This is an optimization exercise on Yosys and OpenROAD, whose aim is small area, not a production implementation. No run shown here included a check of the RTL's function; only the layout flow was run. Power figures rest on the tool's default switching activity, not on a simulated workload.

[design/flow/flow/run.sh]
#!/bin/bash
# Standard ORFS layout (the standard.sh, standard synthesis unchanged) with three
# layout-only tweaks: plain buf_1 port buffers, no CTS dummy loads, and a power/area
# recovery pass (downsizing of gates off the critical path) after global routing.
set -euo pipefail
bash standard.sh \
  "BUFFER_PORTS_ARGS=-buffer_cell sky130_fd_sc_hd__buf_1" \
  "CTS_ARGS=-sink_clustering_enable -repair_clock_nets -buf_list sky130_fd_sc_hd__clkbuf_8 -dont_use_dummy_load" \
  "RECOVER_POWER=100" \
  finish > flow_make.log 2>&1
[design/flow/standard.sh]
#!/bin/bash
# synth_recipe.tcl (not shown) runs the flow's synth.tcl, then flattens the netlist and writes it again
# the make line also repeats each setting of config.mk as NAME=value (left out here)
make -C /OpenROAD-flow-scripts/flow DESIGN_CONFIG=/design/flow/config.mk WORK_HOME=/design/flow/orfs CLKGATE_MAP_FILE= SYNTH_SCRIPT=/design/flow/synth_recipe.tcl "${@:-finish}"
[design/flow/config.mk]
export PLATFORM = sky130hd
export DESIGN_NAME = calc_logic
export DESIGN_NICKNAME = calc_logic
export VERILOG_FILES = /design/flow/design.v
export SDC_FILE = /design/flow/constraint.sdc
export NUM_CORES = 4
export LEC_CHECK = 0
export CAP_MARGIN = 20
export CORE_MARGIN = 2
export CORE_UTILIZATION = 40
export SLEW_MARGIN = 20
export SYNTH_HIERARCHICAL = 1
export SYNTH_MINIMUM_KEEP_SIZE = 0
[design/flow/constraint.sdc]
create_clock -name core_clock -period 8.0 [get_ports {clk}]
set_input_delay 1.6000 -clock core_clock [delete_from_list [all_inputs] [get_ports {clk}]]
set_output_delay 1.6000 -clock core_clock [all_outputs]
set_load 0.01 [all_outputs]
[design/flow/design.v]
module calc_logic(
   input clk,
   input rst,
   input [4:0] keycode,
   input newkey,
   output [15:0] Xdisplay,
   output LED_NEG_digit,
   output LED_OVW
   );
   reg [17:0] X, Y;
   reg [1:0] OP;
   assign Xdisplay = X[15:0];
   assign LED_OVW = X[16];
   assign LED_NEG_digit = X[17];
   wire digit  = newkey & keycode[4];
   wire optr   = newkey & (keycode[4:2] == 3'b010);
   wire clra   = newkey & (keycode == 5'b00100);
   wire equals = newkey & (keycode == 5'b00011);
   wire sqr    = newkey & (keycode == 5'b00001);
   wire chs    = newkey & (keycode == 5'b00010);
   wire eq_add = equals & (OP == 2'b11);
   wire eq_sub = equals & (OP == 2'b10);
   wire eq_mul = equals & (OP == 2'b01);
   wire hold   = ~newkey | (keycode == 5'b00000) | (keycode == 5'b00101) |
                 (keycode == 5'b00110) | (keycode == 5'b00111) |
                 (keycode == 5'b01101) | (keycode == 5'b01110) |
                 (keycode == 5'b01111) | (equals & (OP == 2'b00));
   wire ysel   = eq_add | eq_sub;
   wire c_one  = hold | eq_add | eq_sub | chs;    
   wire c_neg  = eq_sub | chs;                    
   wire [8:0] one, two, neg;
   wire one2_top;
   wire [3:0] C = ({4{ysel}} & Y[3:0]) | ({4{digit}} & keycode[3:0]);
   wire [17:0] B = ({18{sqr}} & X) | ({18{eq_mul}} & Y);
   wire [8:0] e_onen, e_twon, e_neg;
   calc_benc u_enc (.b(B), .onen(e_onen), .twon(e_twon), .neg(e_neg));
   wire [8:0] onen = e_onen & ~{6'b0, digit, 1'b0, c_one};
   wire [8:0] twon = e_twon;
   assign one = ~onen;
   assign two = ~twon;
   assign neg = e_neg | {8'b0, c_neg};
   wire one2_topn = e_onen[2];
   wire [17:0] nX = ~X;
   wire p1, sl2, cn3, p4, sl5, p6, sl7, p8, sl9, p10, sl11, p12, sl13, p14, sl15, p16, sl17, p18, sl19, p20, sl21, p22, sl23, p24, sl25, p26, sl27, p28, sl29, p30, sl31, p32, sl33, p34, sl35, p36, sl37, p38, sl39, cn40, m41, m42, p43, sl44, p45, p46, p47, p48, p49, p50, p51, p52, p53, p54, p55, p56, p57, p58, p59, sl60, cn61, p62, sl63, p64, sl65, p66, sl67, p68, sl69, p70, sl71, p72, sl73, p74, sl75, p76, sl77, p78, sl79, p80, sl81, p82, sl83, p84, sl85, p86, sl87, p88, sl89, cn90, p91, sl92, p93, sl94, p95, sl96, p97, sl98, p99, sl100, p101, sl102, p103, sl104, p105, sl106, p107, sl108, p109, sl110, p111, sl112, p113, sl114, cn115, p116, sl117, p118, sl119, p120, sl121, p122, sl123, p124, sl125, p126, sl127, p128, sl129, p130, sl131, p132, sl133, p134, sl135, cn136, p137, sl138, p139, sl140, p141, sl142, p143, sl144, p145, sl146, p147, sl148, p149, sl150, p151, sl152, cn153, p154, sl155, p156, sl157, p158, sl159, p160, sl161, p162, sl163, p164, sl165, cn166, p167, sl168, p169, sl170, p171, sl172, p173, sl174, cn175, p176, sl177, x178, s179, c180, s181, c182, s183, c184, s185, c186, s187, c188, s189, c190, s191, c192, s193, c194, s195, c196, s197, c198, s199, c200, s201, c202, x203, x204, x205, s206, c207, s208, c209, s210, c211, s212, c213, s214, c215, s216, c217, s218, c219, s220, c221, s222, c223, s224, c225, s226, c227, s228, c229, s230, c231, s232, c233, s234, c235, s236, c237, s238, c239, s240, c241, x242, x243, s244, c245, s246, c247, s248, c249, s250, c251, s252, c253, s254, c255, s256, c257, s258, c259, s260, c261, s262, c263, s264, c265, s266, c267, x268, s269, c270, s271, c272, s273, c274, s275, c276, s277, c278, s279, c280, s281, c282, s283, c284, s285, c286, s287, c288, s289, c290, s291, c292, s293, c294, s295, c296, s297, c298, s299, c300, x301, s302, c303, s304, c305, s306, c307, s308, c309, s310, c311, s312, c313, s314, c315, s316, c317, s318, c319, s320, c321, s322, c323, s324, c325, s326, c327, s328, c329, s330, c331, s332, c333, s334, c335, x336, g337, g338, q339, g340, q341, g342, q343, g344, g345, q346, g347, g348, g349, g350, g351, g352, x353, x354, x355, x356, x357, x358, x359, x360, x361;
   calc_nor2 u_bs0_0 (.a(onen[0]), .b(nX[0]), .y(sl2));
   assign cn3 = neg[0] & ~sl2;
   calc_o22ai u_bs1_0 (.a1(onen[0]), .a2(nX[1]), .b1(twon[0]), .b2(nX[0]), .y(sl5));
   assign p4 = sl5 ^ neg[0];
   calc_o22ai u_bs2_0 (.a1(onen[0]), .a2(nX[2]), .b1(twon[0]), .b2(nX[1]), .y(sl7));
   assign p6 = sl7 ^ neg[0];
   calc_o22ai u_bs3_0 (.a1(onen[0]), .a2(nX[3]), .b1(twon[0]), .b2(nX[2]), .y(sl9));
   assign p8 = sl9 ^ neg[0];
   calc_o22ai u_bs4_0 (.a1(onen[0]), .a2(nX[4]), .b1(twon[0]), .b2(nX[3]), .y(sl11));
   assign p10 = sl11 ^ neg[0];
   calc_o22ai u_bs5_0 (.a1(onen[0]), .a2(nX[5]), .b1(twon[0]), .b2(nX[4]), .y(sl13));
   assign p12 = sl13 ^ neg[0];
   calc_o22ai u_bs6_0 (.a1(onen[0]), .a2(nX[6]), .b1(twon[0]), .b2(nX[5]), .y(sl15));
   assign p14 = sl15 ^ neg[0];
   calc_o22ai u_bs7_0 (.a1(onen[0]), .a2(nX[7]), .b1(twon[0]), .b2(nX[6]), .y(sl17));
   assign p16 = sl17 ^ neg[0];
   calc_o22ai u_bs8_0 (.a1(onen[0]), .a2(nX[8]), .b1(twon[0]), .b2(nX[7]), .y(sl19));
   assign p18 = sl19 ^ neg[0];
   calc_o22ai u_bs9_0 (.a1(onen[0]), .a2(nX[9]), .b1(twon[0]), .b2(nX[8]), .y(sl21));
   assign p20 = sl21 ^ neg[0];
   calc_o22ai u_bs10_0 (.a1(onen[0]), .a2(nX[10]), .b1(twon[0]), .b2(nX[9]), .y(sl23));
   assign p22 = sl23 ^ neg[0];
   calc_o22ai u_bs11_0 (.a1(onen[0]), .a2(nX[11]), .b1(twon[0]), .b2(nX[10]), .y(sl25));
   assign p24 = sl25 ^ neg[0];
   calc_o22ai u_bs12_0 (.a1(onen[0]), .a2(nX[12]), .b1(twon[0]), .b2(nX[11]), .y(sl27));
   assign p26 = sl27 ^ neg[0];
   calc_o22ai u_bs13_0 (.a1(onen[0]), .a2(nX[13]), .b1(twon[0]), .b2(nX[12]), .y(sl29));
   assign p28 = sl29 ^ neg[0];
   calc_o22ai u_bs14_0 (.a1(onen[0]), .a2(nX[14]), .b1(twon[0]), .b2(nX[13]), .y(sl31));
   assign p30 = sl31 ^ neg[0];
   calc_o22ai u_bs15_0 (.a1(onen[0]), .a2(nX[15]), .b1(twon[0]), .b2(nX[14]), .y(sl33));
   assign p32 = sl33 ^ neg[0];
   calc_o22ai u_bs16_0 (.a1(onen[0]), .a2(nX[16]), .b1(twon[0]), .b2(nX[15]), .y(sl35));
   assign p34 = sl35 ^ neg[0];
   calc_o22ai u_bs17_0 (.a1(onen[0]), .a2(nX[17]), .b1(twon[0]), .b2(nX[16]), .y(sl37));
   assign p36 = sl37 ^ neg[0];
   calc_nor2 u_bs2_1 (.a(onen[1]), .b(nX[0]), .y(sl39));
   assign cn40 = neg[1] & ~sl39;
   assign m41 = sl39 | C[2];
   assign m42 = cn40 | C[3];
   calc_o22ai u_bs3_1 (.a1(onen[1]), .a2(nX[1]), .b1(twon[1]), .b2(nX[0]), .y(sl44));
   assign p43 = sl44 ^ neg[1];
   calc_bsel3 u_bs4_1 (.one(one[1]), .two(two[1]), .neg(neg[1]), .ys(ysel), .x1(X[2]), .x2(X[1]), .y(Y[4]), .p(p45));
   calc_bsel3 u_bs5_1 (.one(one[1]), .two(two[1]), .neg(neg[1]), .ys(ysel), .x1(X[3]), .x2(X[2]), .y(Y[5]), .p(p46));
   calc_bsel3 u_bs6_1 (.one(one[1]), .two(two[1]), .neg(neg[1]), .ys(ysel), .x1(X[4]), .x2(X[3]), .y(Y[6]), .p(p47));
   calc_bsel3 u_bs7_1 (.one(one[1]), .two(two[1]), .neg(neg[1]), .ys(ysel), .x1(X[5]), .x2(X[4]), .y(Y[7]), .p(p48));
   calc_bsel3 u_bs8_1 (.one(one[1]), .two(two[1]), .neg(neg[1]), .ys(ysel), .x1(X[6]), .x2(X[5]), .y(Y[8]), .p(p49));
   calc_bsel3 u_bs9_1 (.one(one[1]), .two(two[1]), .neg(neg[1]), .ys(ysel), .x1(X[7]), .x2(X[6]), .y(Y[9]), .p(p50));
   calc_bsel3 u_bs10_1 (.one(one[1]), .two(two[1]), .neg(neg[1]), .ys(ysel), .x1(X[8]), .x2(X[7]), .y(Y[10]), .p(p51));
   calc_bsel3 u_bs11_1 (.one(one[1]), .two(two[1]), .neg(neg[1]), .ys(ysel), .x1(X[9]), .x2(X[8]), .y(Y[11]), .p(p52));
   calc_bsel3 u_bs12_1 (.one(one[1]), .two(two[1]), .neg(neg[1]), .ys(ysel), .x1(X[10]), .x2(X[9]), .y(Y[12]), .p(p53));
   calc_bsel3 u_bs13_1 (.one(one[1]), .two(two[1]), .neg(neg[1]), .ys(ysel), .x1(X[11]), .x2(X[10]), .y(Y[13]), .p(p54));
   calc_bsel3 u_bs14_1 (.one(one[1]), .two(two[1]), .neg(neg[1]), .ys(ysel), .x1(X[12]), .x2(X[11]), .y(Y[14]), .p(p55));
   calc_bsel3 u_bs15_1 (.one(one[1]), .two(two[1]), .neg(neg[1]), .ys(ysel), .x1(X[13]), .x2(X[12]), .y(Y[15]), .p(p56));
   calc_bsel3 u_bs16_1 (.one(one[1]), .two(two[1]), .neg(neg[1]), .ys(ysel), .x1(X[14]), .x2(X[13]), .y(Y[16]), .p(p57));
   calc_bsel3 u_bs17_1 (.one(one[1]), .two(two[1]), .neg(neg[1]), .ys(ysel), .x1(X[15]), .x2(X[14]), .y(Y[17]), .p(p58));
   calc_nor2 u_bs4_2 (.a(onen[2]), .b(nX[0]), .y(sl60));
   assign cn61 = neg[2] & ~sl60;
   calc_o22ai u_bs5_2 (.a1(onen[2]), .a2(nX[1]), .b1(twon[2]), .b2(nX[0]), .y(sl63));
   assign p62 = sl63 ^ neg[2];
   calc_o22ai u_bs6_2 (.a1(onen[2]), .a2(nX[2]), .b1(twon[2]), .b2(nX[1]), .y(sl65));
   assign p64 = sl65 ^ neg[2];
   calc_o22ai u_bs7_2 (.a1(onen[2]), .a2(nX[3]), .b1(twon[2]), .b2(nX[2]), .y(sl67));
   assign p66 = sl67 ^ neg[2];
   calc_o22ai u_bs8_2 (.a1(onen[2]), .a2(nX[4]), .b1(twon[2]), .b2(nX[3]), .y(sl69));
   assign p68 = sl69 ^ neg[2];
   calc_o22ai u_bs9_2 (.a1(onen[2]), .a2(nX[5]), .b1(twon[2]), .b2(nX[4]), .y(sl71));
   assign p70 = sl71 ^ neg[2];
   calc_o22ai u_bs10_2 (.a1(onen[2]), .a2(nX[6]), .b1(twon[2]), .b2(nX[5]), .y(sl73));
   assign p72 = sl73 ^ neg[2];
   calc_o22ai u_bs11_2 (.a1(onen[2]), .a2(nX[7]), .b1(twon[2]), .b2(nX[6]), .y(sl75));
   assign p74 = sl75 ^ neg[2];
   calc_o22ai u_bs12_2 (.a1(onen[2]), .a2(nX[8]), .b1(twon[2]), .b2(nX[7]), .y(sl77));
   assign p76 = sl77 ^ neg[2];
   calc_o22ai u_bs13_2 (.a1(onen[2]), .a2(nX[9]), .b1(twon[2]), .b2(nX[8]), .y(sl79));
   assign p78 = sl79 ^ neg[2];
   calc_o22ai u_bs14_2 (.a1(onen[2]), .a2(nX[10]), .b1(twon[2]), .b2(nX[9]), .y(sl81));
   assign p80 = sl81 ^ neg[2];
   calc_o22ai u_bs15_2 (.a1(onen[2]), .a2(nX[11]), .b1(twon[2]), .b2(nX[10]), .y(sl83));
   assign p82 = sl83 ^ neg[2];
   calc_o22ai u_bs16_2 (.a1(onen[2]), .a2(nX[12]), .b1(twon[2]), .b2(nX[11]), .y(sl85));
   assign p84 = sl85 ^ neg[2];
   calc_o22ai u_bs17_2 (.a1(one2_topn), .a2(nX[13]), .b1(twon[2]), .b2(nX[12]), .y(sl87));
   assign p86 = sl87 ^ neg[2];
   calc_nor2 u_bs6_3 (.a(onen[3]), .b(nX[0]), .y(sl89));
   assign cn90 = neg[3] & ~sl89;
   calc_o22ai u_bs7_3 (.a1(onen[3]), .a2(nX[1]), .b1(twon[3]), .b2(nX[0]), .y(sl92));
   assign p91 = sl92 ^ neg[3];
   calc_o22ai u_bs8_3 (.a1(onen[3]), .a2(nX[2]), .b1(twon[3]), .b2(nX[1]), .y(sl94));
   assign p93 = sl94 ^ neg[3];
   calc_o22ai u_bs9_3 (.a1(onen[3]), .a2(nX[3]), .b1(twon[3]), .b2(nX[2]), .y(sl96));
   assign p95 = sl96 ^ neg[3];
   calc_o22ai u_bs10_3 (.a1(onen[3]), .a2(nX[4]), .b1(twon[3]), .b2(nX[3]), .y(sl98));
   assign p97 = sl98 ^ neg[3];
   calc_o22ai u_bs11_3 (.a1(onen[3]), .a2(nX[5]), .b1(twon[3]), .b2(nX[4]), .y(sl100));
   assign p99 = sl100 ^ neg[3];
   calc_o22ai u_bs12_3 (.a1(onen[3]), .a2(nX[6]), .b1(twon[3]), .b2(nX[5]), .y(sl102));
   assign p101 = sl102 ^ neg[3];
   calc_o22ai u_bs13_3 (.a1(onen[3]), .a2(nX[7]), .b1(twon[3]), .b2(nX[6]), .y(sl104));
   assign p103 = sl104 ^ neg[3];
   calc_o22ai u_bs14_3 (.a1(onen[3]), .a2(nX[8]), .b1(twon[3]), .b2(nX[7]), .y(sl106));
   assign p105 = sl106 ^ neg[3];
   calc_o22ai u_bs15_3 (.a1(onen[3]), .a2(nX[9]), .b1(twon[3]), .b2(nX[8]), .y(sl108));
   assign p107 = sl108 ^ neg[3];
   calc_o22ai u_bs16_3 (.a1(onen[3]), .a2(nX[10]), .b1(twon[3]), .b2(nX[9]), .y(sl110));
   assign p109 = sl110 ^ neg[3];
   calc_o22ai u_bs17_3 (.a1(onen[3]), .a2(nX[11]), .b1(twon[3]), .b2(nX[10]), .y(sl112));
   assign p111 = sl112 ^ neg[3];
   calc_nor2 u_bs8_4 (.a(onen[4]), .b(nX[0]), .y(sl114));
   assign cn115 = neg[4] & ~sl114;
   calc_o22ai u_bs9_4 (.a1(onen[4]), .a2(nX[1]), .b1(twon[4]), .b2(nX[0]), .y(sl117));
   assign p116 = sl117 ^ neg[4];
   calc_o22ai u_bs10_4 (.a1(onen[4]), .a2(nX[2]), .b1(twon[4]), .b2(nX[1]), .y(sl119));
   assign p118 = sl119 ^ neg[4];
   calc_o22ai u_bs11_4 (.a1(onen[4]), .a2(nX[3]), .b1(twon[4]), .b2(nX[2]), .y(sl121));
   assign p120 = sl121 ^ neg[4];
   calc_o22ai u_bs12_4 (.a1(onen[4]), .a2(nX[4]), .b1(twon[4]), .b2(nX[3]), .y(sl123));
   assign p122 = sl123 ^ neg[4];
   calc_o22ai u_bs13_4 (.a1(onen[4]), .a2(nX[5]), .b1(twon[4]), .b2(nX[4]), .y(sl125));
   assign p124 = sl125 ^ neg[4];
   calc_o22ai u_bs14_4 (.a1(onen[4]), .a2(nX[6]), .b1(twon[4]), .b2(nX[5]), .y(sl127));
   assign p126 = sl127 ^ neg[4];
   calc_o22ai u_bs15_4 (.a1(onen[4]), .a2(nX[7]), .b1(twon[4]), .b2(nX[6]), .y(sl129));
   assign p128 = sl129 ^ neg[4];
   calc_o22ai u_bs16_4 (.a1(onen[4]), .a2(nX[8]), .b1(twon[4]), .b2(nX[7]), .y(sl131));
   assign p130 = sl131 ^ neg[4];
   calc_o22ai u_bs17_4 (.a1(onen[4]), .a2(nX[9]), .b1(twon[4]), .b2(nX[8]), .y(sl133));
   assign p132 = sl133 ^ neg[4];
   calc_nor2 u_bs10_5 (.a(onen[5]), .b(nX[0]), .y(sl135));
   assign cn136 = neg[5] & ~sl135;
   calc_o22ai u_bs11_5 (.a1(onen[5]), .a2(nX[1]), .b1(twon[5]), .b2(nX[0]), .y(sl138));
   assign p137 = sl138 ^ neg[5];
   calc_o22ai u_bs12_5 (.a1(onen[5]), .a2(nX[2]), .b1(twon[5]), .b2(nX[1]), .y(sl140));
   assign p139 = sl140 ^ neg[5];
   calc_o22ai u_bs13_5 (.a1(onen[5]), .a2(nX[3]), .b1(twon[5]), .b2(nX[2]), .y(sl142));
   assign p141 = sl142 ^ neg[5];
   calc_o22ai u_bs14_5 (.a1(onen[5]), .a2(nX[4]), .b1(twon[5]), .b2(nX[3]), .y(sl144));
   assign p143 = sl144 ^ neg[5];
   calc_o22ai u_bs15_5 (.a1(onen[5]), .a2(nX[5]), .b1(twon[5]), .b2(nX[4]), .y(sl146));
   assign p145 = sl146 ^ neg[5];
   calc_o22ai u_bs16_5 (.a1(onen[5]), .a2(nX[6]), .b1(twon[5]), .b2(nX[5]), .y(sl148));
   assign p147 = sl148 ^ neg[5];
   calc_o22ai u_bs17_5 (.a1(onen[5]), .a2(nX[7]), .b1(twon[5]), .b2(nX[6]), .y(sl150));
   assign p149 = sl150 ^ neg[5];
   calc_nor2 u_bs12_6 (.a(onen[6]), .b(nX[0]), .y(sl152));
   assign cn153 = neg[6] & ~sl152;
   calc_o22ai u_bs13_6 (.a1(onen[6]), .a2(nX[1]), .b1(twon[6]), .b2(nX[0]), .y(sl155));
   assign p154 = sl155 ^ neg[6];
   calc_o22ai u_bs14_6 (.a1(onen[6]), .a2(nX[2]), .b1(twon[6]), .b2(nX[1]), .y(sl157));
   assign p156 = sl157 ^ neg[6];
   calc_o22ai u_bs15_6 (.a1(onen[6]), .a2(nX[3]), .b1(twon[6]), .b2(nX[2]), .y(sl159));
   assign p158 = sl159 ^ neg[6];
   calc_o22ai u_bs16_6 (.a1(onen[6]), .a2(nX[4]), .b1(twon[6]), .b2(nX[3]), .y(sl161));
   assign p160 = sl161 ^ neg[6];
   calc_o22ai u_bs17_6 (.a1(onen[6]), .a2(nX[5]), .b1(twon[6]), .b2(nX[4]), .y(sl163));
   assign p162 = sl163 ^ neg[6];
   calc_nor2 u_bs14_7 (.a(onen[7]), .b(nX[0]), .y(sl165));
   assign cn166 = neg[7] & ~sl165;
   calc_o22ai u_bs15_7 (.a1(onen[7]), .a2(nX[1]), .b1(twon[7]), .b2(nX[0]), .y(sl168));
   assign p167 = sl168 ^ neg[7];
   calc_o22ai u_bs16_7 (.a1(onen[7]), .a2(nX[2]), .b1(twon[7]), .b2(nX[1]), .y(sl170));
   assign p169 = sl170 ^ neg[7];
   calc_o22ai u_bs17_7 (.a1(onen[7]), .a2(nX[3]), .b1(twon[7]), .b2(nX[2]), .y(sl172));
   assign p171 = sl172 ^ neg[7];
   calc_nor2 u_bs16_8 (.a(onen[8]), .b(nX[0]), .y(sl174));
   assign cn175 = neg[8] & ~sl174;
   calc_o22ai u_bs17_8 (.a1(onen[8]), .a2(nX[1]), .b1(twon[8]), .b2(nX[0]), .y(sl177));
   assign p176 = sl177 ^ neg[8];
   assign x178 = p36 ^ p58;
   calc_ha u_ha1 (.a(p24), .b(p52), .s(s179), .co(c180));
   calc_fa u_fa2 (.a(p26), .b(p53), .c(p76), .s(s181), .co(c182));
   calc_fa u_fa3 (.a(p28), .b(p54), .c(p78), .s(s183), .co(c184));
   calc_ha u_ha4 (.a(p103), .b(p124), .s(s185), .co(c186));
   calc_fa u_fa5 (.a(p30), .b(p55), .c(p80), .s(s187), .co(c188));
   calc_fa u_fa6 (.a(p105), .b(p126), .c(p143), .s(s189), .co(c190));
   calc_fa u_fa7 (.a(p32), .b(p56), .c(p82), .s(s191), .co(c192));
   calc_fa u_fa8 (.a(p107), .b(p128), .c(p145), .s(s193), .co(c194));
   calc_ha u_ha9 (.a(p158), .b(cn166), .s(s195), .co(c196));
   calc_fa u_fa10 (.a(p34), .b(p57), .c(p84), .s(s197), .co(c198));
   calc_fa u_fa11 (.a(p109), .b(p130), .c(p147), .s(s199), .co(c200));
   calc_fa u_fa12 (.a(p160), .b(p169), .c(sl174), .s(s201), .co(c202));
   assign x203 = p86 ^ p111 ^ p132;
   assign x204 = p149 ^ p162 ^ p171;
   assign x205 = cn175 ^ p176 ^ x178;
   calc_ha u_ha13 (.a(p16), .b(p48), .s(s206), .co(c207));
   calc_fa u_fa14 (.a(p18), .b(p49), .c(p68), .s(s208), .co(c209));
   calc_fa u_fa15 (.a(p20), .b(p50), .c(p70), .s(s210), .co(c211));
   calc_ha u_ha16 (.a(p95), .b(cn115), .s(s212), .co(c213));
   calc_fa u_fa17 (.a(p22), .b(p51), .c(p72), .s(s214), .co(c215));
   calc_fa u_fa18 (.a(p97), .b(p118), .c(sl135), .s(s216), .co(c217));
   calc_fa u_fa19 (.a(p74), .b(p99), .c(p120), .s(s218), .co(c219));
   calc_fa u_fa20 (.a(cn136), .b(p137), .c(s179), .s(s220), .co(c221));
   calc_fa u_fa21 (.a(p101), .b(p122), .c(p139), .s(s222), .co(c223));
   calc_fa u_fa22 (.a(sl152), .b(c180), .c(s181), .s(s224), .co(c225));
   calc_fa u_fa23 (.a(p141), .b(cn153), .c(p154), .s(s226), .co(c227));
   calc_fa u_fa24 (.a(s185), .b(c182), .c(s183), .s(s228), .co(c229));
   calc_fa u_fa25 (.a(p156), .b(sl165), .c(c186), .s(s230), .co(c231));
   calc_fa u_fa26 (.a(c184), .b(s187), .c(s189), .s(s232), .co(c233));
   calc_fa u_fa27 (.a(p167), .b(s195), .c(c188), .s(s234), .co(c235));
   calc_fa u_fa28 (.a(c190), .b(s191), .c(s193), .s(s236), .co(c237));
   calc_fa u_fa29 (.a(c196), .b(c192), .c(c194), .s(s238), .co(c239));
   calc_fa u_fa30 (.a(s197), .b(s199), .c(s201), .s(s240), .co(c241));
   assign x242 = c198 ^ c200 ^ c202;
   assign x243 = x203 ^ x204 ^ x205;
   calc_ha u_ha31 (.a(p12), .b(p46), .s(s244), .co(c245));
   calc_fa u_fa32 (.a(p14), .b(p47), .c(p64), .s(s246), .co(c247));
   calc_fa u_fa33 (.a(p66), .b(cn90), .c(p91), .s(s248), .co(c249));
   calc_fa u_fa34 (.a(p93), .b(sl114), .c(c207), .s(s250), .co(c251));
   calc_fa u_fa35 (.a(p116), .b(s212), .c(c209), .s(s252), .co(c253));
   calc_fa u_fa36 (.a(c213), .b(c211), .c(s214), .s(s254), .co(c255));
   calc_fa u_fa37 (.a(c215), .b(c217), .c(s218), .s(s256), .co(c257));
   calc_fa u_fa38 (.a(c219), .b(s222), .c(c221), .s(s258), .co(c259));
   calc_fa u_fa39 (.a(c223), .b(s226), .c(c225), .s(s260), .co(c261));
   calc_fa u_fa40 (.a(c227), .b(s230), .c(c229), .s(s262), .co(c263));
   calc_fa u_fa41 (.a(c231), .b(s234), .c(c233), .s(s264), .co(c265));
   calc_fa u_fa42 (.a(c235), .b(s238), .c(c237), .s(s266), .co(c267));
   assign x268 = c239 ^ x242 ^ c241;
   calc_ha u_ha43 (.a(C[1]), .b(cn3), .s(s269), .co(c270));
   calc_ha u_ha44 (.a(p6), .b(m41), .s(s271), .co(c272));
   calc_fa u_fa45 (.a(p8), .b(m42), .c(p43), .s(s273), .co(c274));
   calc_fa u_fa46 (.a(p10), .b(p45), .c(sl60), .s(s275), .co(c276));
   calc_fa u_fa47 (.a(cn61), .b(p62), .c(s244), .s(s277), .co(c278));
   calc_fa u_fa48 (.a(sl89), .b(c245), .c(s246), .s(s279), .co(c280));
   calc_fa u_fa49 (.a(s206), .b(c247), .c(s248), .s(s281), .co(c282));
   calc_fa u_fa50 (.a(c249), .b(s208), .c(s250), .s(s283), .co(c284));
   calc_fa u_fa51 (.a(s210), .b(c251), .c(s252), .s(s285), .co(c286));
   calc_fa u_fa52 (.a(s216), .b(c253), .c(s254), .s(s287), .co(c288));
   calc_fa u_fa53 (.a(s220), .b(c255), .c(s256), .s(s289), .co(c290));
   calc_fa u_fa54 (.a(c257), .b(s224), .c(s258), .s(s291), .co(c292));
   calc_fa u_fa55 (.a(s228), .b(c259), .c(s260), .s(s293), .co(c294));
   calc_fa u_fa56 (.a(s232), .b(c261), .c(s262), .s(s295), .co(c296));
   calc_fa u_fa57 (.a(s236), .b(c263), .c(s264), .s(s297), .co(c298));
   calc_fa u_fa58 (.a(s240), .b(c265), .c(s266), .s(s299), .co(c300));
   assign x301 = x243 ^ c267 ^ x268;
   calc_ha u_ha59 (.a(C[0]), .b(sl2), .s(s302), .co(c303));
   calc_fa u_fa60 (.a(p4), .b(s269), .c(c303), .s(s304), .co(c305));
   calc_fa u_fa61 (.a(c270), .b(s271), .c(c305), .s(s306), .co(c307));
   calc_fa u_fa62 (.a(c272), .b(s273), .c(c307), .s(s308), .co(c309));
   calc_fa u_fa63 (.a(c274), .b(s275), .c(c309), .s(s310), .co(c311));
   calc_fa u_fa64 (.a(c276), .b(s277), .c(c311), .s(s312), .co(c313));
   calc_fa u_fa65 (.a(c278), .b(s279), .c(c313), .s(s314), .co(c315));
   calc_fa u_fa66 (.a(c280), .b(s281), .c(c315), .s(s316), .co(c317));
   calc_fa u_fa67 (.a(c282), .b(s283), .c(c317), .s(s318), .co(c319));
   calc_ha u_ha68 (.a(c284), .b(s285), .s(s320), .co(c321));
   calc_ha u_ha69 (.a(c286), .b(s287), .s(s322), .co(c323));
   calc_ha u_ha70 (.a(c288), .b(s289), .s(s324), .co(c325));
   calc_ha u_ha71 (.a(c290), .b(s291), .s(s326), .co(c327));
   calc_ha u_ha72 (.a(c292), .b(s293), .s(s328), .co(c329));
   calc_ha u_ha73 (.a(c294), .b(s295), .s(s330), .co(c331));
   calc_ha u_ha74 (.a(c296), .b(s297), .s(s332), .co(c333));
   calc_ha u_ha75 (.a(c298), .b(s299), .s(s334), .co(c335));
   assign x336 = c300 ^ x301;
   assign g337 = c321 | (s320 & c319);
   assign g338 = c325 | (s324 & c323);
   assign q339 = s324 & s322;
   assign g340 = c329 | (s328 & c327);
   assign q341 = s328 & s326;
   assign g342 = c333 | (s332 & c331);
   assign q343 = s332 & s330;
   assign g344 = g338 | (q339 & g337);
   assign g345 = g342 | (q343 & g340);
   assign q346 = q343 & q341;
   assign g347 = g345 | (q346 & g344);
   assign g348 = g340 | (q341 & g344);
   assign g349 = c323 | (s322 & g337);
   assign g350 = c327 | (s326 & g344);
   assign g351 = c331 | (s330 & g348);
   assign g352 = c335 | (s334 & g347);
   assign x353 = s320 ^ c319;
   assign x354 = s322 ^ g337;
   assign x355 = s324 ^ g349;
   assign x356 = s326 ^ g344;
   assign x357 = s328 ^ g350;
   assign x358 = s330 ^ g348;
   assign x359 = s332 ^ g351;
   assign x360 = s334 ^ g347;
   assign x361 = x336 ^ g352;
   wire [17:0] nextX = {x361, x360, x359, x358, x357, x356, x355, x354, x353, s318, s316, s314, s312, s310, s308, s306, s304, s302};
   always @(posedge clk or posedge rst)
      if (rst) begin
         X <= 18'b0;
         OP <= 2'b0;
      end else begin
         X <= nextX;
         if (optr | clra) OP <= clra ? 2'b00 : keycode[1:0];
      end
   always @(posedge clk)
      if (optr) Y <= X;
endmodule
module calc_benc(input [17:0] b, output [8:0] onen, output [8:0] twon, output [8:0] neg);
   wire [18:0] bb = {b, 1'b0};
   genvar j;
   generate for (j = 0; j < 9; j = j + 1) begin : g_enc
      assign onen[j] = ~(bb[2*j+1] ^ bb[2*j]);
      assign twon[j] = ~((bb[2*j+2] & ~bb[2*j+1] & ~bb[2*j]) | (~bb[2*j+2] & bb[2*j+1] & bb[2*j]));
      assign neg[j] = bb[2*j+2];
   end endgenerate
endmodule
module calc_fa(input a, input b, input c, output s, output co);
   assign s = a ^ b ^ c;
   assign co = (a & b) | (a & c) | (b & c);
endmodule
module calc_ha(input a, input b, output s, output co);
   assign s = a ^ b;
   assign co = a & b;
endmodule
module calc_bsel(input one, input two, input neg, input x1, input x2, output p);
   assign p = ((one & x1) | (two & x2)) ^ neg;
endmodule
module calc_nor2(input a, input b, output y);
   assign y = ~(a | b);
endmodule
module calc_o22ai(input a1, input a2, input b1, input b2, output y);
   assign y = ~((a1 | a2) & (b1 | b2));
endmodule
module calc_ao22n(input a1, input b1, input a2, input b2, output y);
   assign y = ~((a1 & b1) | (a2 & b2));
endmodule
module calc_bsel3(input one, input two, input neg, input ys, input x1, input x2, input y, output p);
   assign p = ((one & x1) | (two & x2) | (ys & y)) ^ neg;
endmodule
==> out/qor.csv, run 1 <==
stage;metric;value;unit
synth;post-synth top area share;0.2309;
cells_and_area;Post-Route Utilization;0.4858;
global_routing;initial antenna violation count;0;
synth;Yosys reg bits;38;
pwr;pwr/cell area;173.8;nW/µm²
synth;Yosys cell types;40;
timing;Final Hold Vio Count;0;
pwr;Worst VDD drop;0.08200;mV
route;Routed WL;13620;µm
cells_and_area;synthesis-to-finish area growth;17.49;%
critical_path;Crit-path slowest cell;fa_2;
placed_design;cell area after placement;5719;µm²
critical_path;FF-to-FF setup slack;1.43;ns
timing;worst rel slew slack;0.4053;
flow_run;Max-Cap Viols;0;
global_routing;vias in the first global route;4001;
clock_tree;H-Tree Depth;2;
synth;Synth Area per Inst;11.00;µm²
placed_design;Detail Placement HPWL;10410;µm
placed_design;IO buf count;25;
timing;worst slew pin tran;0.8911;ns
clock_tree;worst skew pair latency;0.29;ns
critical_path;Most common cell on crit path;fa_2;
clock_tree;hold_buf cts;0;
critical_path;Critical Setup Path Class;in -> reg;
critical_path;Critical Path AT;8.00;ns
route;drt initial violations;337;
global_routing;largest net degree at the start of global routing;21;
timing;min Tclk post-route;7.786;ns
route;routed len/inst;19.62;µm
synth;sequential area share after synthesis;0.2070;
cells_and_area;sequential cell area;1041;µm²
critical_path;worst stage delay on the critical path;0.42;ns
critical_path;CP max FO;3;
timing;Max Clock Freq;128.4;MHz
synth;Async S/R FF share, synth;0.5263;
cells_and_area;fin area;5908;µm²
placed_design;placer's final routability congestion estimate;0.9306;
clock_tree;clk root buf;clkbuf_8;
floorplan;Std-Cell Core Area;12160;µm²
clock_tree;Sink Count;38;
pwr;Leakage;0.002816;µW
critical_path;CP Capture Type;flop;
clock_tree;Clock Path Buffers;2;
synth;cell count after synthesis;457;
route;Initial DRT Pass Iterations;5;
min_path;worst hold-check path type;reg -> reg;
cells_and_area;multi-input logic area;3919;µm²
floorplan;die width;116.1;µm
route;Antenna Nets Post-Route;0;
route;DR vias/cell;5.696;
floorplan;die area;13480;µm²
global_routing;grt ovf;0;
route;DR vias;3953;
clock_tree;total CTS buffers;5;
route;Post-route DRC;0;
timing;Setup-failing EPs final;0;
critical_path;crit path launch type;input port;
floorplan;initial core utilization;0.4135;
synth;Primary FF master, synth;dfrtp_1;
timing;Post-Route Skew;0.01643;ns
pwr;Final Total Pwr;1027;µW
synth;mapped cell area;5029;µm²
critical_path;Worst EP required;8.22;ns
timing;Tcrit/Tclk final;0.9732;
floorplan;die height;116.1;µm
floorplan;I/O pin cnt;26;
synth;Post-synth top cells;o22ai_1, fa_1, xnor2_1;
clock_tree;CTS tree;done;
synth;Synth area leader;fa_1;
synth;most frequent cell after synthesis;o22ai_1;
synth;Area contributors post-synth;fa_1, edfxtp_1, dfrtp_1;
synth;Syn Nets;545;
synth;Post-synth EDFFs;18;
cells_and_area;filler instances;1120;
cells_and_area;NumNets Final;616;
global_routing;GRT Util Overall;0.2102;
cells_and_area;Antenna Cells;0;
status;outcome;complete, no violations;
timing;worst setup margin;0.2141;ns
clock_tree;Clk pin slew, worst setup/hold paths;0.07;ns
synth;Ys Warns;7;
cells_and_area;share of cells above drive strength 1;0.2319;
timing;count of pins over their slew limit;0;
placed_design;Setup WS pre-CTS;-0.2812;ns
global_routing;first-pass GRT wire length;21580;µm
floorplan;# rows;40;
-- cell families (layout without fill, tap and decap cells) --
group	Yosys count	after routing	share of synthesized area
and+or+nand+nor	56	56	0.06594
buffers and inverters	48	117	0.05225
adders and majority gates	80	80	0.2856
DFF	38	38	0.2070
AOI/OAI and AO/OA	127	127	0.1794
xor gates and xnor gates	108	108	0.2098
-- worst paths after layout --
kind	start	end	cells after the start
min in group asynchronous	rst	X[2]	2
max	keycode[4]	X[17]	32
max in group asynchronous	rst	X[1]	2
min reg2reg	X[0]	Y[0]	0
max reg2reg	OP[0]	X[17]	29
min	X[0]	Y[0]	0
-- where the power goes --
part / switching (µW) / leakage [µW] / internal, µW
clock: 66.3 / 0.0000359 / 56.3
combinational: 340 / 0.00236 / 227
sequential: 75.0 / 0.000418 / 263
-- worst max-delay path, delay by kind of cell --
kind,cells,cell delay (ns)
compound gates,6,1.11
xor+xnor,4,0.54
fa+ha+maj,11,3.41
buf+inv,2,0.16
simple gates,9,1.17
-- Yosys stat by module, one instance, submodules excluded --
module / cells inside / copies in the design / flops+latches / cell area [µm²]
calc_bsel3: 2 / 14 / 0 / 18.77
calc_nor2: 1 / 9 / 0 / 3.754
calc_benc: 43 / 1 / 0 / 286.5
calc_logic: 235 / 1 / 38 / 2653
calc_fa: 1 / 58 / 0 / 20.02
calc_ha: 1 / 17 / 0 / 12.51
calc_o22ai: 1 / 67 / 0 / 6.256
-- registers in the layout, summed over array words and instances (netlist names) --
name  flops
OP        2
X        18
Y        18
-- per-layer routing --
layer,part of all wire,track usage,wire [µm],vias to the layer above
li1,-,-,-,1803
met1,0.44,0.2876,6001,1992
met2,0.49,0.3567,6715,139
met3,0.049,0.02387,667,19
met4,0.017,0.05714,231,0
met5,0,0,0,-
-- per-stage QoR --
step                      TNS (ns)  std cells  hold slack [ns]
after global placement     -0.1650        683           0.5226
after detailed placement   -0.2812        683           0.5202
after global routing      -0.01313        694           0.5492
after floorplan           -0.05444        457           0.4849
after CTS                        0        688           0.5368
final                            0        694           0.5294
-- final cells by class --
cell class,count,share of cell area
Multi-Input combinational cell,371,0.6633
Sequential cell,38,0.1762
Timing Repair Buffer,88,0.09805
Tap cell,168,0.03558
Inverter,24,0.01525
Clock buffer,5,0.01165
-- what timing repair did --
item                                    CTS  global route
endpoints found under the setup margin    0             1
setup buffers                             0             6
endpoints found under the hold margin     0             0
gates resized for setup                   0            18
-- placed cells by master (no fill, tap or decap), types with 3 or more instances in the layout --
master | Yosys | routed
clkbuf_8 | 0 | 5
xnor2_1 | 51 | 49
clkbuf_2 | 2 | 4
a22o_1 | 20 | 18
inv_1 | 24 | 23
fa_1 | 58 | 50
o22ai_1 | 67 | 64
a222oi_1 | 14 | 14
a21o_1 | 3 | 3
nor2_1 | 24 | 20
buf_4 | 11 | 61
nor2_4 | 0 | 3
xor2_1 | 44 | 44
and3b_1 | 7 | 7
dfrtp_1 | 20 | 20
ha_1 | 22 | 19
nor2b_1 | 10 | 9
edfxtp_1 | 18 | 18
fa_2 | 0 | 8
buf_1 | 0 | 21
o22ai_2 | 0 | 3
xnor2_2 | 12 | 14
a21oi_1 | 14 | 12
==> run 2: changes to the inputs <==
--- a/design/flow/design.v
+++ b/design/flow/design.v
@@ -43,3 +43,3 @@
    wire [17:0] nX = ~X;
-   wire p1, sl2, cn3, p4, sl5, p6, sl7, p8, sl9, p10, sl11, p12, sl13, p14, sl15, p16, sl17, p18, sl19, p20, sl21, p22, sl23, p24, sl25, p26, sl27, p28, sl29, p30, sl31, p32, sl33, p34, sl35, p36, sl37, p38, sl39, cn40, m41, m42, p43, sl44, p45, p46, p47, p48, p49, p50, p51, p52, p53, p54, p55, p56, p57, p58, p59, sl60, cn61, p62, sl63, p64, sl65, p66, sl67, p68, sl69, p70, sl71, p72, sl73, p74, sl75, p76, sl77, p78, sl79, p80, sl81, p82, sl83, p84, sl85, p86, sl87, p88, sl89, cn90, p91, sl92, p93, sl94, p95, sl96, p97, sl98, p99, sl100, p101, sl102, p103, sl104, p105, sl106, p107, sl108, p109, sl110, p111, sl112, p113, sl114, cn115, p116, sl117, p118, sl119, p120, sl121, p122, sl123, p124, sl125, p126, sl127, p128, sl129, p130, sl131, p132, sl133, p134, sl135, cn136, p137, sl138, p139, sl140, p141, sl142, p143, sl144, p145, sl146, p147, sl148, p149, sl150, p151, sl152, cn153, p154, sl155, p156, sl157, p158, sl159, p160, sl161, p162, sl163, p164, sl165, cn166, p167, sl168, p169, sl170, p171, sl172, p173, sl174, cn175, p176, sl177, x178, s179, c180, s181, c182, s183, c184, s185, c186, s187, c188, s189, c190, s191, c192, s193, c194, s195, c196, s197, c198, s199, c200, s201, c202, x203, x204, x205, s206, c207, s208, c209, s210, c211, s212, c213, s214, c215, s216, c217, s218, c219, s220, c221, s222, c223, s224, c225, s226, c227, s228, c229, s230, c231, s232, c233, s234, c235, s236, c237, s238, c239, s240, c241, x242, x243, s244, c245, s246, c247, s248, c249, s250, c251, s252, c253, s254, c255, s256, c257, s258, c259, s260, c261, s262, c263, s264, c265, s266, c267, x268, s269, c270, s271, c272, s273, c274, s275, c276, s277, c278, s279, c280, s281, c282, s283, c284, s285, c286, s287, c288, s289, c290, s291, c292, s293, c294, s295, c296, s297, c298, s299, c300, x301, s302, c303, s304, c305, s306, c307, s308, c309, s310, c311, s312, c313, s314, c315, s316, c317, s318, c319, s320, c321, s322, c323, s324, c325, s326, c327, s328, c329, s330, c331, s332, c333, s334, c335, x336, g337, g338, q339, g340, q341, g342, q343, g344, g345, q346, g347, g348, g349, g350, g351, g352, x353, x354, x355, x356, x357, x358, x359, x360, x361;
+   wire p1, sl2, cn3, p4, sl5, p6, sl7, p8, sl9, p10, sl11, p12, sl13, p14, sl15, p16, sl17, p18, sl19, p20, sl21, p22, sl23, p24, sl25, p26, sl27, p28, sl29, p30, sl31, p32, sl33, p34, sl35, p36, sl37, p38, sl39, cn40, m41, m42, p43, sl44, p45, p46, p47, p48, p49, p50, p51, p52, p53, p54, p55, p56, p57, p58, p59, sl60, cn61, p62, sl63, p64, sl65, p66, sl67, p68, sl69, p70, sl71, p72, sl73, p74, sl75, p76, sl77, p78, sl79, p80, sl81, p82, sl83, p84, sl85, p86, sl87, p88, sl89, cn90, p91, sl92, p93, sl94, p95, sl96, p97, sl98, p99, sl100, p101, sl102, p103, sl104, p105, sl106, p107, sl108, p109, sl110, p111, sl112, p113, sl114, cn115, p116, sl117, p118, sl119, p120, sl121, p122, sl123, p124, sl125, p126, sl127, p128, sl129, p130, sl131, p132, sl133, p134, sl135, cn136, p137, sl138, p139, sl140, p141, sl142, p143, sl144, p145, sl146, p147, sl148, p149, sl150, p151, sl152, cn153, p154, sl155, p156, sl157, p158, sl159, p160, sl161, p162, sl163, p164, sl165, cn166, p167, sl168, p169, sl170, p171, sl172, p173, sl174, cn175, p176, sl177, x178, s179, c180, s181, c182, s183, c184, s185, c186, s187, c188, s189, c190, s191, c192, s193, c194, s195, c196, s197, c198, s199, c200, s201, c202, x203, x204, x205, s206, c207, s208, c209, s210, c211, s212, c213, s214, c215, s216, c217, s218, c219, s220, c221, s222, c223, s224, c225, s226, c227, s228, c229, s230, c231, s232, c233, s234, c235, s236, c237, s238, c239, s240, c241, x242, x243, s244, c245, s246, c247, s248, c249, s250, c251, s252, c253, s254, c255, s256, c257, s258, c259, s260, c261, s262, c263, s264, c265, s266, c267, x268, s269, c270, s271, c272, s273, c274, s275, c276, s277, c278, s279, c280, s281, c282, s283, c284, s285, c286, s287, c288, s289, c290, s291, c292, s293, c294, s295, c296, s297, c298, s299, c300, x301, s302, c303, s304, c305, s306, c307, s308, c309, s310, c311, s312, c313, s314, c315, s316, c317, s318, c319, s320, c321, s322, c323, s324, c325, s326, c327, s328, c329, s330, c331, s332, c333, s334, c335, x336, g337, g338, q339, g340, q341, g342, q343, g344, q345, g346, g347, q348, g349, g350, g351, g352, g353, g354, g355, g356, x357, x358, x359, x360, x361, x362, x363, x364, x365, x366, x367;
    calc_nor2 u_bs0_0 (.a(onen[0]), .b(nX[0]), .y(sl2));
@@ -285,4 +285,4 @@
    calc_fa u_fa65 (.a(c278), .b(s279), .c(c313), .s(s314), .co(c315));
-   calc_fa u_fa66 (.a(c280), .b(s281), .c(c315), .s(s316), .co(c317));
-   calc_fa u_fa67 (.a(c282), .b(s283), .c(c317), .s(s318), .co(c319));
+   calc_ha u_ha66 (.a(c280), .b(s281), .s(s316), .co(c317));
+   calc_ha u_ha67 (.a(c282), .b(s283), .s(s318), .co(c319));
    calc_ha u_ha68 (.a(c284), .b(s285), .s(s320), .co(c321));
@@ -296,28 +296,34 @@
    assign x336 = c300 ^ x301;
-   assign g337 = c321 | (s320 & c319);
-   assign g338 = c325 | (s324 & c323);
-   assign q339 = s324 & s322;
-   assign g340 = c329 | (s328 & c327);
-   assign q341 = s328 & s326;
-   assign g342 = c333 | (s332 & c331);
-   assign q343 = s332 & s330;
-   assign g344 = g338 | (q339 & g337);
-   assign g345 = g342 | (q343 & g340);
-   assign q346 = q343 & q341;
-   assign g347 = g345 | (q346 & g344);
-   assign g348 = g340 | (q341 & g344);
-   assign g349 = c323 | (s322 & g337);
-   assign g350 = c327 | (s326 & g344);
-   assign g351 = c331 | (s330 & g348);
-   assign g352 = c335 | (s334 & g347);
-   assign x353 = s320 ^ c319;
-   assign x354 = s322 ^ g337;
-   assign x355 = s324 ^ g349;
-   assign x356 = s326 ^ g344;
-   assign x357 = s328 ^ g350;
-   assign x358 = s330 ^ g348;
-   assign x359 = s332 ^ g351;
-   assign x360 = s334 ^ g347;
-   assign x361 = x336 ^ g352;
-   wire [17:0] nextX = {x361, x360, x359, x358, x357, x356, x355, x354, x353, s318, s316, s314, s312, s310, s308, s306, s304, s302};
+   assign g337 = c317 | (s316 & c315);
+   assign g338 = c321 | (s320 & c319);
+   assign q339 = s320 & s318;
+   assign g340 = c325 | (s324 & c323);
+   assign q341 = s324 & s322;
+   assign g342 = c329 | (s328 & c327);
+   assign q343 = s328 & s326;
+   assign g344 = c333 | (s332 & c331);
+   assign q345 = s332 & s330;
+   assign g346 = g338 | (q339 & g337);
+   assign g347 = g342 | (q343 & g340);
+   assign q348 = q343 & q341;
+   assign g349 = g347 | (q348 & g346);
+   assign g350 = g340 | (q341 & g346);
+   assign g351 = g344 | (q345 & g349);
+   assign g352 = c319 | (s318 & g337);
+   assign g353 = c323 | (s322 & g346);
+   assign g354 = c327 | (s326 & g350);
+   assign g355 = c331 | (s330 & g349);
+   assign g356 = c335 | (s334 & g351);
+   assign x357 = s316 ^ c315;
+   assign x358 = s318 ^ g337;
+   assign x359 = s320 ^ g352;
+   assign x360 = s322 ^ g346;
+   assign x361 = s324 ^ g353;
+   assign x362 = s326 ^ g350;
+   assign x363 = s328 ^ g354;
+   assign x364 = s330 ^ g349;
+   assign x365 = s332 ^ g355;
+   assign x366 = s334 ^ g351;
+   assign x367 = x336 ^ g356;
+   wire [17:0] nextX = {x367, x366, x365, x364, x363, x362, x361, x360, x359, x358, x357, s314, s312, s310, s308, s306, s304, s302};
    always @(posedge clk or posedge rst)
==> run 2 against run 1 <==
Against the previous run: now fails the layout checks on max-capacitance violations, max-slew violations; combinational power decreased by about 10%; critical path type unchanged; power decreased by 4.5%; sequential power increased by 1%.
==> out/qor.csv, run 2 <==
stage;metric;value;unit;change
clock_tree;Clock Path Buffers;2;;unchanged
synth;Post-synth EDFFs;18;;unchanged
clock_tree;post-CTS setup buffers;0;;unchanged
status;layout check failures;max-capacitance violations, max-slew violations;;
synth;Area contributors post-synth;fa_1, xnor2_1, edfxtp_1;;was fa_1, edfxtp_1, dfrtp_1
critical_path;Buf+Inv Stages, Crit Path;2;;unchanged
cells_and_area;sequential cell area;1041;µm²;unchanged
global_routing;vias in the first global route;3983;;was 4001
cells_and_area;Antenna Cells;0;;unchanged
placed_design;cell area after placement;5263;µm²;was 5719 µm²
pwr;pwr/cell area;183.7;nW/µm²;was 173.8 nW/µm²
synth;Yosys cell types;35;;was 40
cells_and_area;synthesis-to-finish area growth;9.324;%;was 17.49%
min_path;WHS Endpoint;Y[0];;unchanged
pwr;Flop pwr share;0.348;;was 0.329
route;drt initial violations;521;;was 337
min_path;worst hold-check path type;reg -> reg;;unchanged
clock_tree;hold_buf cts;0;;unchanged
clock_tree;worst skew pair latency;0.30;ns;was 0.29 ns
flow_run;Max-Cap Viols;1;;was 0
cells_and_area;biggest regs;X (18), Y (18), OP (2);;unchanged
timing;Setup-failing EPs final;0;;unchanged
pwr;Leakage;0.002541;µW;was 0.002816 µW
pwr;Net Sw Power;466.4;µW;was 481.3 µW
pwr;Internal Pwr Total;514.5;µW;was 545.5 µW
synth;Primary FF master, synth;dfrtp_1;;unchanged
synth;post-synth top area share;0.2295;;was 0.2309
critical_path;CP delay by family, top;adder cells;;unchanged
synth;Yosys reg bits;38;;unchanged
clock_tree;CTS tree;done;;unchanged
global_routing;initial antenna violation count;0;;unchanged
timing;min Tclk post-route;7.768;ns;was 7.786 ns
cells_and_area;filler instances;1152;;was 1120
critical_path;Worst EP required;8.22;ns;about the same
critical_path;Critical Path AT;7.99;ns;was 8.00 ns
placed_design;Setup WS pre-CTS;-0.07883;ns;was -0.2812 ns
clock_tree;clk root buf;clkbuf_8;;unchanged
placed_design;IO buf count;25;;unchanged
clock_tree;total CTS buffers;5;;unchanged
floorplan;die area;13110;µm²;was 13480 µm²
cells_and_area;NumNets Final;594;;was 616
synth;Async S/R FF share, synth;0.5263;;unchanged
cells_and_area;most frequent cells in the layout;o22ai_1, xnor2_1, fa_1, xor2_1, nor2_1;;was o22ai_1, buf_4, fa_1, xnor2_1, xor2_1
critical_path;Crit-path slowest cell;fa_1;;was fa_2
clock_tree;H-Tree Depth;2;;unchanged
min_path;Hold Crit Start;X[0];;unchanged
cells_and_area;multi-input logic area;3651;µm²;was 3919 µm²
pwr;Final Total Pwr;980.9;µW;was 1027 µW
synth;Ys Warns;7;;unchanged
synth;mapped cell area;4885;µm²;was 5029 µm²
synth;sequential area share after synthesis;0.2131;;was 0.2070
synth;Synth Area per Inst;10.46;µm²;was 11.00 µm²
min_path;hold depth;0;;unchanged
route;Routed WL;13140;µm;was 13620 µm
pwr;Switching Fraction;0.4755;;was 0.4687
critical_path;CP max FO;3;;unchanged
status;outcome;failed layout checks;;was complete, no violations
global_routing;first-pass GRT wire length;21460;µm;was 21580 µm
global_routing;largest net degree at the start of global routing;21;;unchanged
route;DR vias;3907;;was 3953
floorplan;initial core utilization;0.4084;;was 0.4135
timing;worst slew pin tran;1.764;ns;was 0.8911 ns
floorplan;I/O pin cnt;26;;unchanged
route;routed len/inst;20.21;µm;was 19.62 µm
pwr;Comb power frac;0.520;;was 0.552
cells_and_area;most common cell after layout, fill and taps aside;o22ai_1;;unchanged
placed_design;placer's final routability congestion estimate;0.8851;;was 0.9306
pwr;Worst VDD drop;0.1184;mV;was 0.08200 mV
floorplan;die height;114.5;µm;was 116.1 µm
clock_tree;Sink Count;38;;unchanged
synth;most frequent cell after synthesis;o22ai_1;;unchanged
timing;Final Hold Vio Count;0;;unchanged
clock_tree;Clk pin slew, worst setup/hold paths;0.09;ns;was 0.07 ns
synth;Syn Nets;556;;was 545
placed_design;Detail Placement HPWL;9928;µm;was 10410 µm
floorplan;die width;114.5;µm;was 116.1 µm
pwr;Clock power frac;0.131;;was 0.119
timing;worst setup margin;0.2319;ns;was 0.2141 ns
critical_path;Most common cell on crit path;fa_1;;was fa_2
critical_path;r2r startpoint;OP[1];;was OP[0]
timing;Tcrit/Tclk final;0.9710;;was 0.9732
route;Post-route DRC;0;;unchanged
timing;worst rel slew slack;-0.1803;;was 0.4053
timing;count of pins over their slew limit;21;;was 0
critical_path;CP Capture Type;flop;;unchanged
critical_path;worst stage delay on the critical path;0.42;ns;about the same
route;Antenna Nets Post-Route;0;;unchanged
synth;Post-synth top cells;o22ai_1, xnor2_1, fa_1;;was o22ai_1, fa_1, xnor2_1
floorplan;Std-Cell Core Area;11960;µm²;was 12160 µm²
timing;Post-Route Skew;0.01112;ns;was 0.01643 ns
cells_and_area;fin area;5340;µm²;was 5908 µm²
synth;Synth area leader;fa_1;;unchanged
route;DR vias/cell;6.011;;was 5.696
route;Initial DRT Pass Iterations;7;;was 5
critical_path;crit path launch type;input port;;unchanged
global_routing;GRT Util Overall;0.2125;;was 0.2102
timing;Setup Total Neg Slack;0;ns;unchanged
cells_and_area;share of cells above drive strength 1;0.08350;;was 0.2319
critical_path;reg2reg path depth;29;;unchanged
floorplan;# rows;40;;unchanged
synth;cell count after synthesis;467;;was 457
critical_path;FF-to-FF setup slack;1.53;ns;was 1.43 ns
global_routing;grt ovf;0;;unchanged
timing;Max Clock Freq;128.7;MHz;was 128.4 MHz
critical_path;reg2reg end;X[17];;unchanged
critical_path;Critical Setup Path Class;in -> reg;;unchanged
-- run 2: changes by cell type in the layout (fill, tap and decap cells not counted), moves of 3 or more --
cell | previous run | this run
buf_4 | 61 | 25
xnor2_1 | 49 | 65
xnor2_2 | 14 | 0
nor2_1 | 20 | 29
fa_2 | 8 | 0
fa_1 | 50 | 56
ha_1 | 19 | 25
a21o_1 | 3 | 7
buf_1 | 21 | 25
clkbuf_2 | 4 | 0
nand2_1 | 2 | 5
o22ai_1 | 64 | 67
o22ai_2 | 3 | 0
-- run 2: worst register-to-register path, delay by kind of cell (launching register included) --
kind,cells,cell delay (ns)
DFF,1,0.37
AOI/OAI and AO/OA,7,1.29
buffers and inverters,2,0.14
and+or+nand+nor,7,0.92
adders and majority gates,9,3.05
xor gates and xnor gates,4,0.61
-- run 2: final cells by class --
| type | instances | share of cell area |
|---|---|---|
| Inverter | 24 | 0.01687 |
| Clock buffer | 5 | 0.01289 |
| Timing Repair Buffer | 52 | 0.05717 |
| Multi-Input combinational cell | 384 | 0.6837 |
| Tap cell | 147 | 0.03444 |
| Sequential cell | 38 | 0.1949 |
-- run 2: Yosys stat by module, one instance, submodules excluded --
module | area, µm² | flip-flops and latches | times used | cells inside
calc_logic | 2524 | 38 | 1 | 245
calc_o22ai | 6.256 | 0 | 67 | 1
calc_nor2 | 3.754 | 0 | 9 | 1
calc_benc | 286.5 | 0 | 1 | 43
calc_bsel3 | 18.77 | 0 | 14 | 2
calc_fa | 20.02 | 0 | 56 | 1
calc_ha | 12.51 | 0 | 19 | 1
-- run 2: how the worst max path moves through the flow --
stage                     from  cells past startpoint    end  slack, ns
global route        keycode[3]                     32  X[17]      -0.08
global placement    keycode[3]                     30  X[17]       0.09
CTS                 keycode[3]                     30  X[17]       0.22
detailed placement  keycode[3]                     30  X[17]      -0.08
floorplan           keycode[4]                     31  X[17]       0.25
finish              keycode[3]                     32  X[17]       0.23
-- run 2: per-stage QoR --
step / hold WS (ns) / std cells / utilization
6_report: 0.5159 / 650 / 0.4464
5_1_grt: 0.5370 / 650 / 0.4464
4_1_cts: 0.5223 / 650 / 0.4457
3_5_place_dp: 0.4972 / 645 / 0.4400
3_3_place_gp: 0.5009 / 645 / 0.4400
2_1_floorplan: 0.5157 / 467 / -
-- run 2: metal layers --
metal,share of wire,global-route usage
met4,0.012,0.05203
met3,0.069,0.03706
met1,0.44,0.3032
met5,0,0
met2,0.48,0.3365
-- run 2: kinds of logic after synthesis --
kind of cell,Yosys count,share of synthesized area
AOI/OAI and AO/OA,132,0.1895
xor gates and xnor gates,109,0.1954
adders and majority gates,81,0.2935
and+or+nand+nor,62,0.06429
buffers and inverters,45,0.04406
DFF,38,0.2131
-- run 2: power groups by stage --
stage	Clock (µW)	Sequential [µW]	Combinational, µW
2_1_floorplan	0	327	344
3_3_place_gp	0	344	498
3_5_place_dp	0	344	507
4_1_cts	135	340	514
5_1_grt	140	348	573
6_report	129	342	510
-- run 2: timing repair --
item | in CTS | in global routing
endpoints found under the hold margin | 0 | 0
gates resized for setup | 0 | 5
setup endpoints to repair | 0 | 1

==> afterwards: timing with drivers on the ports <==
Ports are ideal in the flow. The routed layouts listed here were re-timed in OpenROAD. Step 1, drivers: a clkbuf_16 drives clk and a buf_2 each remaining input, both assumed. Step 2 adds t to the input delays and takes it off the output delays; t is the mean of the earliest and latest rising clock arrival at the registers after step 1. Input paths then give back, and output paths get back, about the clock's delay inside the block. Three values: ideal, step 1, step 2; two values: the first two.
| run | t, ns | setup WS [ns] | clock arrival spread, ns | worst slew at a driven data input, ns |
|---|---|---|---|---|
| run 1 | 0.317 | 0.214 / 0.217 / -0.100 | 0.017 / 0.017 | 0.03 |
| run 2 | 0.331 | 0.232 / 0.241 / -0.090 | 0.012 / 0.011 | 0.03 |
The setup slack of run 2, which loses most, moves by +0.009 ns with the drivers and by -0.322 ns with both steps.
